What follows belongs to an exercise in optimizing a design on an open flow for small area; a production flow would make more cautious choices.
Only simulation tests tie the RTL to the original design; equivalence was not proved.
Power and IR drop assume default switching activity.

[flow/run.sh]
#!/bin/bash
# synth_recipe.tcl (not shown) runs the flow's synth.tcl, then flattens the netlist and writes it again
# the make line also repeats each setting of config.mk as NAME=value (left out here)
make -C /OpenROAD-flow-scripts/flow DESIGN_CONFIG=/design/flow/config.mk WORK_HOME=/design/flow/orfs CLKGATE_MAP_FILE= SYNTH_SCRIPT=/design/flow/synth_recipe.tcl finish
[flow/config.mk]
export PLATFORM = sky130hd
export DESIGN_NAME = top_module
export DESIGN_NICKNAME = top_module
export VERILOG_FILES = /design/flow/design.v
export SDC_FILE = /design/flow/constraint.sdc
export NUM_CORES = 4
export LEC_CHECK = 0
export CAP_MARGIN = 20
export CORE_MARGIN = 2
export CORE_UTILIZATION = 40
export SLEW_MARGIN = 20
[flow/constraint.sdc]
create_clock -name core_clock -period 10.0 [get_ports {clk}]
set_input_delay 2.0000 -clock core_clock [delete_from_list [all_inputs] [get_ports {clk}]]
set_output_delay 2.0000 -clock core_clock [all_outputs]
set_load 0.01 [all_outputs]
[flow/design.v]
`timescale 1ps / 1fs
module top_module(input logic [7:0] pixel_r,pixel_g,pixel_b, input logic clk,reset,data_in_en,output logic signed [12:0] Convo_final,output logic start_add_1);
parameter N=10;
logic [3:0] x, y;           
logic [9:0] a [1:11];       
logic [9:0] b [1:9];        
logic [9:0] s;
logic acc;
assign s = pixel_r + pixel_g + pixel_b;
assign acc = reset && data_in_en;
always_ff @(posedge clk)
begin
if (!reset)
begin
x<=0;
y<=0;
start_add_1<=1'b0;
end
else
begin
start_add_1 <= data_in_en && (y >= 2) && (x != 0) && (x != N-1);
if (data_in_en)
begin
if (x==N-1)
begin
x<=0;
y<= (y==N-1) ? 4'd0 : y+1;
end
else
x<=x+1;
end
end
end
always_ff @(posedge clk)
begin
if (acc)
begin
a[1] <= s;
for (int k=2;k<=11;k++) a[k] <= a[k-1];
if (x != 0)
begin
b[1] <= a[11];
for (int k=2;k<=9;k++) b[k] <= b[k-1];
end
end
end
assign Convo_final = {3'b0,a[1]} + {3'b0,a[10]} + {3'b0,b[1]} + {3'b0,b[9]} - {1'b0,a[11],2'b0};
endmodule
==> results of run 1 <==
==> state kept, by name, summed over array words and instances, names as in the netlist <==
| name | cells |
|---|---|
| a | 110 |
| b | 90 |
| x | 4 |
| y | 4 |
| start_add_1 | 1 |
==> synth_stat cells, drive strengths merged (2+ instances only) <==
cell type    n
edfxtp     200
inv         69
fa          36
ha          24
xnor2       14
nor2        12
o21ai       11
dfxtp        9
nand2        9
a21oi        8
nand3        8
nor2b        8
o21a         5
xor2         5
a211oi       4
and2         4
a21o         2
a31oi        2
nand4        2
nor3         2
o221ai       2
or4          2
==> kinds of logic after synthesis <==
group                      after synthesis  synth area share [%]
and+or+nand+nor                         50                 3.154
xor gates and xnor gates                19                 2.036
adders and majority gates               60                 12.49
DFF                                    209                 75.69
buffers and inverters                   71                 3.307
muxes                                    1                0.1225
AOI/OAI and AO/OA                       39                 3.200
==> layout make-up <==
class	count	area share (%)
Timing Repair Buffer	42	4.343
Sequential cell	209	64.10
Inverter	69	2.710
Multi-Input combinational cell	169	17.90
Clock buffer	24	5.782
Clock inverter	15	1.660
Tap cell	270	3.501
==> through the flow <==
step | setup WS (ns) | hold slack, ns | total power, mW | instance area (sq um)
final | 3.422 | 0.4092 | 2.354 | 9651
after global routing | 3.186 | 0.4213 | 2.485 | 9651
after CTS | 3.324 | 0.4112 | 2.388 | 9647
after detailed placement | 3.866 | 0.4045 | 1.582 | 8929
after global placement | 3.919 | 0.4003 | 1.570 | 8929
after floorplan | 2.989 | 0.4003 | 1.357 | 8173
==> per-layer routing <==
| metal | global-route usage (%) | vias to the layer above |
|---|---|---|
| li1 | - | 1733 |
| met1 | 15.76 | 1817 |
| met2 | 15.96 | 91 |
| met3 | 2.702 | 20 |
| met4 | 3.894 | 0 |
| met5 | 0 | - |
==> worst max-delay path: stages (launching register included) <==
cell and delay (ns):
edfxtp_1 0.43, fa_1 0.52, fa_1 0.51, inv_1 0.05, fa_1 0.55, inv_1 0.06
ha_1 0.29, a21oi_1 0.24, o2111ai_2 0.19, a31oi_1 0.35, o21ai_1 0.14, xor2_1 0.19
clkdlybuf4s50_1 0.57
==> worst max path at each step <==
| stage | to | depth (start not counted) |
|---|---|---|
| after floorplan | b[1][0] | 2 |
| after global placement | Convo_final[12] | 12 |
| after detailed placement | Convo_final[12] | 12 |
| after CTS | Convo_final[12] | 12 |
| after global routing | Convo_final[10] | 12 |
| final | Convo_final[10] | 12 |
==> power groups by stage <==
stage	registers, mW	clock network (mW)	logic [mW]
after global placement	1.04	0	0.534
final	1.02	0.796	0.540
after floorplan	1.03	0	0.323
after detailed placement	1.04	0	0.544
after global routing	1.02	0.859	0.603
after CTS	1.02	0.822	0.546
==> flow_metrics.tcl, run 1 <==
set metrics [dict create \
    hold_viol_final 0 \
    drtIter0Drc 341 \
    firstDrtPassIters 4 \
    max-slew-margin-rel_pct 40.79 \
    skew_ns 0.01108 \
    p_sw_share_pct 25.79 \
    synth_edf_count 200 \
    grt_pass1_wl_mm 18.64 \
    power.density_mw_per_mm2 243.9 \
    clockBufferDepth 3 \
    htreeDepth 1 \
    num_vias 3661 \
    drv_cap 0 \
    top_layer "met4" \
    hold_path.class "flop to flop" \
    fp-row-count 52 \
    syn_area_per_cell_sq_um 18.20 \
    port_buffers 40 \
    vias_per_cell 4.588 \
    core_area_sq_mm 0.02017 \
    crit_required_ns 8.00 \
    die_w_um 146.9 \
    synth.largest_area_cell "edfxtp_1" \
    clock_sinks 209 \
    drc 0 \
    synth_warnings 3 \
    crit_arrival_ns 4.58 \
    min_period_ns 6.578 \
    dr_wl_met3_um 607 \
    rsz0062_at_grt "no" \
    p_clk_share_pct 33.8 \
    maxSlewViolCount 0 \
    start_util_pct 40.52 \
    pwr-share-comb_pct 22.9 \
    status "complete, no violations" \
    worst_slew_pin_slew_ns 0.8882 \
    routedWlPerCell_um 13.99 \
    finalSetupViolCount 0 \
    fmax_ghz 0.1520 \
    wl_mm 11.17 \
    crit_type "flop to output pin" \
    grt_usage_pct 10.81 \
    synth.distinct_cells 35 \
    met2_length_mm 4.901 \
    fillers 1699 \
    reg2reg_depth 3 \
    root_buffer "clkbuf_16" \
    grt_pass1_vias 3793 \
    die_h_um 146.9 \
    internal-power_mw 1.747 \
    async_flop_share_pct 0 \
    ys_ff_latch 209 \
    critPathLaunchType "flop" \
    tns_ns 0 \
    r2r_start "x[1]" \
    antenna_found_initial 0 \
    critPathMaxFanout 3 \
    synth_top_area_share_pct 73.48 \
    gp_routability_congestion 0.8097 \
    layout.nets 600 \
    grt-ovfl-total 0 \
    area_growth_pct 18.08 \
    cts_made_buffers 22 \
    yosysSeqAreaShare_pct 75.69 \
    dp.cells 759 \
    hp-start "a[3][6]" \
    cts_resized 0 \
    regToRegEndpoint "b[2][1]" \
    worstHoldEndpoint "a[4][6]" \
    startpoint "a[1][2]" \
    layout_common_cells "edfxtp_1, inv_1, clkdlybuf4s50_1" \
    seqPwrFrac_pct 43.3 \
    dp_hpwl_mm 7.310 \
    synth_cells 449 \
    synth-main-ff-cell "edfxtp_1" \
    io_pins 41 \
    power.ir.vdd_worst_mv 0.09989 \
    post-cts-setup-buffers 0 \
    dieArea_sq_mm 0.02159 \
    clk_pin_slew_worst_paths_ns 0.06 \
    finalNonFillerCells 798 \
    multiInputGateArea_sq_mm 0.001728 \
    drtAntennaViolNets 0 \
    met1_length_mm 5.429 \
    clock_latency_ns 0.50 \
    cts_tree "yes" \
    synth_nets 536 \
    leakagePower_nw 3.457 \
    hold_depth 0 \
    hold_buffers 0 \
    netlist_area_sq_mm 0.008173 \
    rrSetupSlack_ns 7.68 \
    crit_path_end_kind "output pin" \
    post-route-period-util_pct 65.78 \
    fin_util_pct 47.85 \
    n_antenna_cell 0 \
    layout_commonest_cell "edfxtp_1" \
    ys_top_cells_by_area "edfxtp_1, fa_1, ha_1" \
    drive_gt1_share_pct 7.197 \
    grt_max_degree 92 \
    seq_area_sq_mm 0.006186 \
    switchingPower_mw 0.6071 \
]
==> inputs of run 2 (changes only) <==
--- a/flow/config.mk
+++ b/flow/config.mk
@@ -8,4 +8,7 @@
 export CAP_MARGIN = 20
 export CORE_MARGIN = 2
 export CORE_UTILIZATION = 40
+export CTS_BUF_LIST = sky130_fd_sc_hd__clkbuf_8
+export CTS_CLUSTER_DIAMETER = 60
+export CTS_CLUSTER_SIZE = 18
 export SLEW_MARGIN = 20
==> run 2 against run 1 <==
Net effect:
- still clean
- setup slack worse by 0.030 ns
- clock-buffer cell count is 7 lower
- first-iteration DRC count is 5.0% higher
- highest routed layer unchanged
- clock power is 45% lower
- register-to-register slack worse by 0.02 ns
- sequential power hardly changed
- sequential share of layout area is 2.9 points higher
- area after synthesis stayed put
- utilization is 2.0 points lower
- synthesized cell count stayed put
- maximum frequency is 0.46% lower
==> flow_metrics.tcl, run 2 <==
set metrics [dict create \
    status "complete, no violations" \
    rrSetupSlack_ns 7.66 \
    synth_edf_count 200 \
    cts_tree "yes" \
    tns_ns 0 \
    root_buffer "clkbuf_8" \
    r2r_start "x[1]" \
    vias_per_cell 4.565 \
    p_clk_share_pct 22.0 \
    min_period_ns 6.608 \
    top_register "a" \
    hold_viol_final 0 \
    yosysSeqAreaShare_pct 75.69 \
    drive_gt1_share_pct 5.803 \
    async_flop_share_pct 0 \
    finalSetupViolCount 0 \
    wl_mm 10.95 \
    crit_path_end_kind "output pin" \
    largest_reg_flops 110 \
    dp_hpwl_mm 7.310 \
    syn_area_per_cell_sq_um 18.20 \
    rsz0062_at_grt "no" \
    hold_depth 0 \
    layout_commonest_cell "edfxtp_1" \
    cp_cell_sequence "fa_1 -> fa_1 -> inv_1 -> fa_1 -> inv_1 -> ha_1 -> a21oi_1 -> o2111ai_2 -> a31oi_1 -> o21bai_1 -> xnor2_1 -> clkdlybuf4s50_1" \
    n_antenna_cell 0 \
    layout_common_cells "edfxtp_1, inv_1, clkdlybuf4s50_1" \
    maxSlewViolCount 0 \
    crit_required_ns 8.00 \
    ys_top_cells_by_area "edfxtp_1, fa_1, ha_1" \
    cts_resized 0 \
    reg2reg_depth 3 \
    routedWlPerCell_um 13.91 \
    max_stage_delay_ns 0.57 \
    drtAntennaViolNets 0 \
    seqPwrFrac_pct 51.0 \
    cpMostUsedCell "fa_1" \
    htreeDepth 1 \
    port_buffers 40 \
    crit_type "flop to output pin" \
    synth_commonest_cells "edfxtp_1, inv_1, fa_1" \
    synth.distinct_cells 35 \
    post-route-period-util_pct 66.08 \
    clock_sinks 209 \
    p_sw_share_pct 28.17 \
    start_util_pct 40.52 \
    io_pins 41 \
    dieArea_sq_mm 0.02159 \
    grt-ovfl-total 0 \
    area_growth_pct 13.04 \
    power.ir.vdd_worst_mv 0.07688 \
    worst_path_max_delay_cell "clkdlybuf4s50_1" \
    drc 0 \
    drtIter0Drc 358 \
    fp-row-count 52 \
    critPathMaxFanout 3 \
    synth_top_area_share_pct 73.48 \
    grt_pass1_wl_mm 18.33 \
    pwr-share-comb_pct 27.0 \
    synth.largest_area_cell "edfxtp_1" \
    hold_path.class "flop to flop" \
    grt_max_degree 92 \
    clock_latency_ns 0.50 \
    path_delay_family "adder cells" \
    firstDrtPassIters 4 \
    internal-power_mw 1.433 \
    die_w_um 146.9 \
    synth_nets 536 \
    synth_cells 449 \
    skew_ns 0.01825 \
    critPathLaunchType "flop" \
    antenna_found_initial 0 \
    max-slew-margin-rel_pct 39.82 \
    synth-main-ff-cell "edfxtp_1" \
    drv_cap 0 \
    grt_pass1_vias 3727 \
    num_vias 3593 \
    power.density_mw_per_mm2 215.9 \
    clk_pin_slew_worst_paths_ns 0.10 \
    leakagePower_nw 3.274 \
    ys_ff_latch 209 \
    switchingPower_mw 0.5620 \
    core_area_sq_mm 0.02017 \
    worstHoldEndpoint "a[4][6]" \
    hp-start "a[3][6]" \
    layout.nets 595 \
    post-cts-setup-buffers 0 \
    synth_warnings 3 \
    netlist_area_sq_mm 0.008173 \
    worst_slew_pin_slew_ns 0.9028 \
    hold_buffers 0 \
    clockBufferDepth 3 \
    fmax_ghz 0.1513 \
    regToRegEndpoint "b[8][6]" \
    fin_util_pct 45.81 \
    fillers 1726 \
    reg_top3 "a: 110 flops, b: 90 flops" \
    crit_arrival_ns 4.61 \
    synth_most_common_cell "edfxtp_1" \
    grt_usage_pct 10.52 \
    cts_made_buffers 17 \
    crit_buf_inv 3 \
    die_h_um 146.9 \
    gp_routability_congestion 0.8097 \
]
## run 2: area by class of cell
class / count / area [sq um] / share of cell area, %
repair buffers: 42 / 419.2 / 4.537
inverters: 69 / 261.5 / 2.830
multi-input cells: 169 / 1728 / 18.70
flip-flops and latches: 209 / 6186 / 66.96
clock inverters: 11 / 72.57 / 0.7855
clock buffers: 17 / 234.0 / 2.532
well taps: 270 / 337.8 / 3.657
## run 2: metal layers
layer | global-route usage, % | share of wire (%)
met2 | 15.63 | 44
met3 | 2.391 | 4.5
met4 | 3.173 | 1.9
met5 | 0 | 0
met1 | 15.64 | 50
## run 2: worst max-delay path by stage
stage / from / end / slack [ns] / cells past startpoint
after global placement: a[1][2] / Convo_final[12] / 3.92 / 12
after CTS: a[1][2] / Convo_final[12] / 3.29 / 12
after detailed placement: a[1][2] / Convo_final[12] / 3.87 / 12
after global routing: a[1][2] / Convo_final[10] / 3.14 / 12
final: a[1][2] / Convo_final[12] / 3.39 / 12
after floorplan: reset / b[1][0] / 2.99 / 2
## run 2: power groups by stage
stage	Clock (mW)	Combinational, mW	Sequential, mW
after floorplan	0	0.323	1.03
after global placement	0	0.534	1.04
after detailed placement	0	0.544	1.04
after CTS	0.465	0.546	1.02
after global routing	0.497	0.603	1.02
final	0.440	0.539	1.02
## run 2: metrics by stage
stage	total power [mW]	std cells	hold WS (ns)	worst slack (ns)	instance area, sq um
CTS	2.029	787	0.4195	3.290	9235
floorplan	1.357	449	0.4003	2.989	8173
finish	1.995	787	0.4116	3.392	9239
detailed placement	1.582	759	0.4045	3.866	8929
global placement	1.570	759	0.4003	3.919	8929
global route	2.121	787	0.4312	3.141	9239
## run 2: cell families (layout without fill, tap and decap cells)
| group | after synthesis | in the layout | synth area share [%] |
|---|---|---|---|
| fa+ha+maj | 60 | 60 | 12.49 |
| flops | 209 | 209 | 75.69 |
| compound gates | 39 | 39 | 3.200 |
| buf+inv | 71 | 139 | 3.307 |
| mux | 1 | 1 | 0.1225 |
| simple gates | 50 | 50 | 3.154 |
| xor+xnor | 19 | 19 | 2.036 |
## run 2: worst reg2reg max path: stages (launching register included)
cell	delay [ns]
dfxtp_1	0.44
nor2_1	0.14
a21oi_4	0.53
buf_4	0.78
==> inputs of run 3 (changes only) <==
--- a/flow/config.mk
+++ b/flow/config.mk
@@ -8,7 +8,7 @@
 export CAP_MARGIN = 20
 export CORE_MARGIN = 2
 export CORE_UTILIZATION = 40
-export CTS_BUF_LIST = sky130_fd_sc_hd__clkbuf_8
-export CTS_CLUSTER_DIAMETER = 60
-export CTS_CLUSTER_SIZE = 18
+export CTS_BUF_LIST = sky130_fd_sc_hd__clkbuf_4
+export CTS_CLUSTER_DIAMETER = 50
+export CTS_CLUSTER_SIZE = 10
 export SLEW_MARGIN = 20
==> run 3 against run 2 <==
Net effect:
- setup slack got worse by 0.11 ns
- cell area barely moved
- still clean on timing, DRC and antenna
- clock power rose by 2%
- combinational power barely moved
- sequential share of layout area fell by 0.063 points
- power rose by 0.60%
- die area did not move
- critical endpoint is now Convo_final[10]
- final cell count rose by 1.5%
- highest routed layer unchanged
- global-route usage rose by 0.21 points
- clock skew barely moved
==> flow_metrics.tcl, run 3 <==
set metrics [dict create \
    cts_tree "yes" \
    post-route-period-util_pct 67.19 \
    crit_required_ns 8.00 \
    synth_commonest_cells "edfxtp_1, inv_1, fa_1" \
    hold_buffers 0 \
    hold_depth 0 \
    routedWlPerCell_um 13.99 \
    largest_reg_flops 110 \
    netlist_area_sq_mm 0.008173 \
    clock_latency_ns 0.62 \
    cts_resized 0 \
    gp_routability_congestion 0.8097 \
    power.ir.vdd_worst_mv 0.08880 \
    drv_cap 0 \
    synth_warnings 3 \
    clockBufferDepth 3 \
    fp-row-count 52 \
    root_buffer "clkbuf_4" \
    max-slew-margin-rel_pct 39.26 \
    finalSetupViolCount 0 \
    synth.largest_area_cell "edfxtp_1" \
    layout_commonest_cell "edfxtp_1" \
    min_period_ns 6.719 \
    port_buffers 40 \
    htreeDepth 1 \
    top_register "a" \
    critPathLaunchType "flop" \
    fmax_ghz 0.1488 \
    power.density_mw_per_mm2 217.0 \
    core_area_sq_mm 0.02017 \
    cts_made_buffers 26 \
    reg_top3 "a: 110 flops, b: 90 flops" \
    synth_nets 536 \
    worst_slew_pin_slew_ns 0.9111 \
    post-cts-setup-buffers 0 \
    synth_cells 449 \
    grt_pass1_vias 3792 \
    clock_sinks 209 \
    rsz0062_at_grt "no" \
    crit_path_end_kind "output pin" \
    drtAntennaViolNets 0 \
    vias_per_cell 4.611 \
    grt_max_degree 92 \
    ys_top_cells_by_area "edfxtp_1, fa_1, ha_1" \
    leakagePower_nw 3.294 \
    crit_type "flop to output pin" \
    clk_pin_slew_worst_paths_ns 0.10 \
    dp_hpwl_mm 7.310 \
    layout_common_cells "edfxtp_1, inv_1, clkdlybuf4s50_1" \
    status "complete, no violations" \
    grt_pass1_wl_mm 18.60 \
    grt-ovfl-total 0 \
    grt_usage_pct 10.72 \
    synth-main-ff-cell "edfxtp_1" \
    synth_most_common_cell "edfxtp_1" \
    area_growth_pct 13.15 \
    die_w_um 146.9 \
    critPathMaxFanout 3 \
    syn_area_per_cell_sq_um 18.20 \
    io_pins 41 \
    layout.nets 604 \
    ys_ff_latch 209 \
    synth.distinct_cells 35 \
    hp-start "b[3][4]" \
    worstHoldEndpoint "b[4][4]" \
    hold_viol_final 0 \
    drc 0 \
    die_h_um 146.9 \
    async_flop_share_pct 0 \
    start_util_pct 40.52 \
    drive_gt1_share_pct 8.523 \
    finalPower_mw 2.007 \
    firstDrtPassIters 4 \
    drtIter0Drc 340 \
    reg2reg_depth 3 \
    antenna_found_initial 1 \
    hold_path.class "flop to flop" \
    maxSlewViolCount 0 \
    dieArea_sq_mm 0.02159 \
    tns_ns 0 \
    crit_arrival_ns 4.72 \
    yosysSeqAreaShare_pct 75.69 \
    synth_top_area_share_pct 73.48 \
    num_vias 3684 \
    skew_ns 0.01807 \
    wl_mm 11.18 \
    synth_edf_count 200 \
    rrSetupSlack_ns 7.64 \
    regToRegEndpoint "b[3][4]" \
    r2r_start "x[1]" \
]
-- run 3: changes by cell type in the layout (fill, tap and decap cells not counted), sizes merged --
cell | previous run | this run
clkbuf | 17 | 34
inv | 76 | 71
clkinvlp | 2 | 1
clkinv | 2 | 1
bufinv | 0 | 1
diode | 0 | 1
-- run 3: cell type report --
type	count	area, sq um
multi-input cells	169	1728
flip-flops and latches	209	6186
repair buffers	42	419.2
clock inverters	5	57.56
clock buffers	34	255.2
well taps	270	337.8
diodes	1	2.502
inverters	69	261.5
fillers	1746	10920
-- run 3: how the worst max path moves through the flow --
stage / from / endpoint / slack (ns) / depth (start not counted)
after detailed placement: a[1][2] / Convo_final[12] / 3.87 / 12
final: a[1][2] / Convo_final[10] / 3.28 / 12
after global routing: a[1][2] / Convo_final[10] / 3.00 / 12
after floorplan: reset / b[1][0] / 2.99 / 2
after global placement: a[1][2] / Convo_final[12] / 3.92 / 12
after CTS: a[1][2] / Convo_final[12] / 3.14 / 12
-- run 3: report_power, final --
part           leakage [nW]  switching, mW  internal [mW]  total (mW)
Sequential             1.92         0.0160           1.00        1.02
Combinational          1.19          0.277          0.264       0.541
Clock                 0.184          0.264          0.185       0.449
-- run 3: logic make-up after synthesis --
logic type / Yosys count / synth area share (%)
AOI/OAI and AO/OA: 39 / 3.200
xor gates and xnor gates: 19 / 2.036
adders and majority gates: 60 / 12.49
buffers and inverters: 71 / 3.307
DFF: 209 / 75.69
muxes: 1 / 0.1225
and+or+nand+nor: 50 / 3.154
-- run 3: metal layers --
metal | share of wire [%] | global-route usage (%)
met4 | 1.8 | 3.750
met3 | 5.1 | 2.795
met5 | 0 | 0
met2 | 44 | 15.70
met1 | 49 | 15.69
-- run 3: metrics by stage --
step | util (%) | setup slack, ns | hold slack, ns | std cells | cell area (sq um)
CTS | 45.82 | 3.135 | 0.4126 | 798 | 9241
floorplan | - | 2.989 | 0.4003 | 449 | 8173
global placement | 44.27 | 3.919 | 0.4003 | 759 | 8929
detailed placement | 44.27 | 3.866 | 0.4045 | 759 | 8929
global route | 45.85 | 2.995 | 0.4196 | 799 | 9248
finish | 45.85 | 3.281 | 0.4118 | 799 | 9248
-- run 3: worst max-delay path: stages, from the launching register on --
cell	delay [ns]
edfxtp_1	0.44
fa_1	0.52
fa_1	0.51
inv_1	0.05
fa_1	0.55
inv_1	0.06
ha_1	0.29
a21oi_1	0.24
o2111ai_2	0.19
a31oi_1	0.35
o21ai_1	0.14
xor2_1	0.19
clkdlybuf4s50_1	0.57

==> separate check: timing with driven ports <==
Ports are ideal in the flow. The routed layouts listed here were re-timed in OpenROAD. Step 1: set_driving_cell puts a clkbuf_16 on clk and a buf_2 on each other input, an assumption about the parent block. Step 2, shift: input delay + t, output delay - t, t = (earliest + latest rising clock arrival at the registers) / 2. This alone moves slack from input paths to output paths. Three values: ideal, step 1, step 2; two values: the first two.
| run | shift t [ns] | setup slack, ns | worst setup path after step 2 | worst register clock-pin slew, ns | pins driven straight from the clock port |
|---|---|---|---|---|---|
| run 1 | 0.538 | 3.422 / 3.376 / 3.914 | register to output | 0.06 / 0.06 | 1 |
| run 2 | 0.530 | 3.392 / 3.355 / 3.884 | register to output | 0.10 / 0.10 | 1 |
| run 3 | 0.654 | 3.281 / 3.242 / 3.896 | register to output | 0.11 / 0.11 | 1 |
After both steps setup and hold are still met in every run listed.
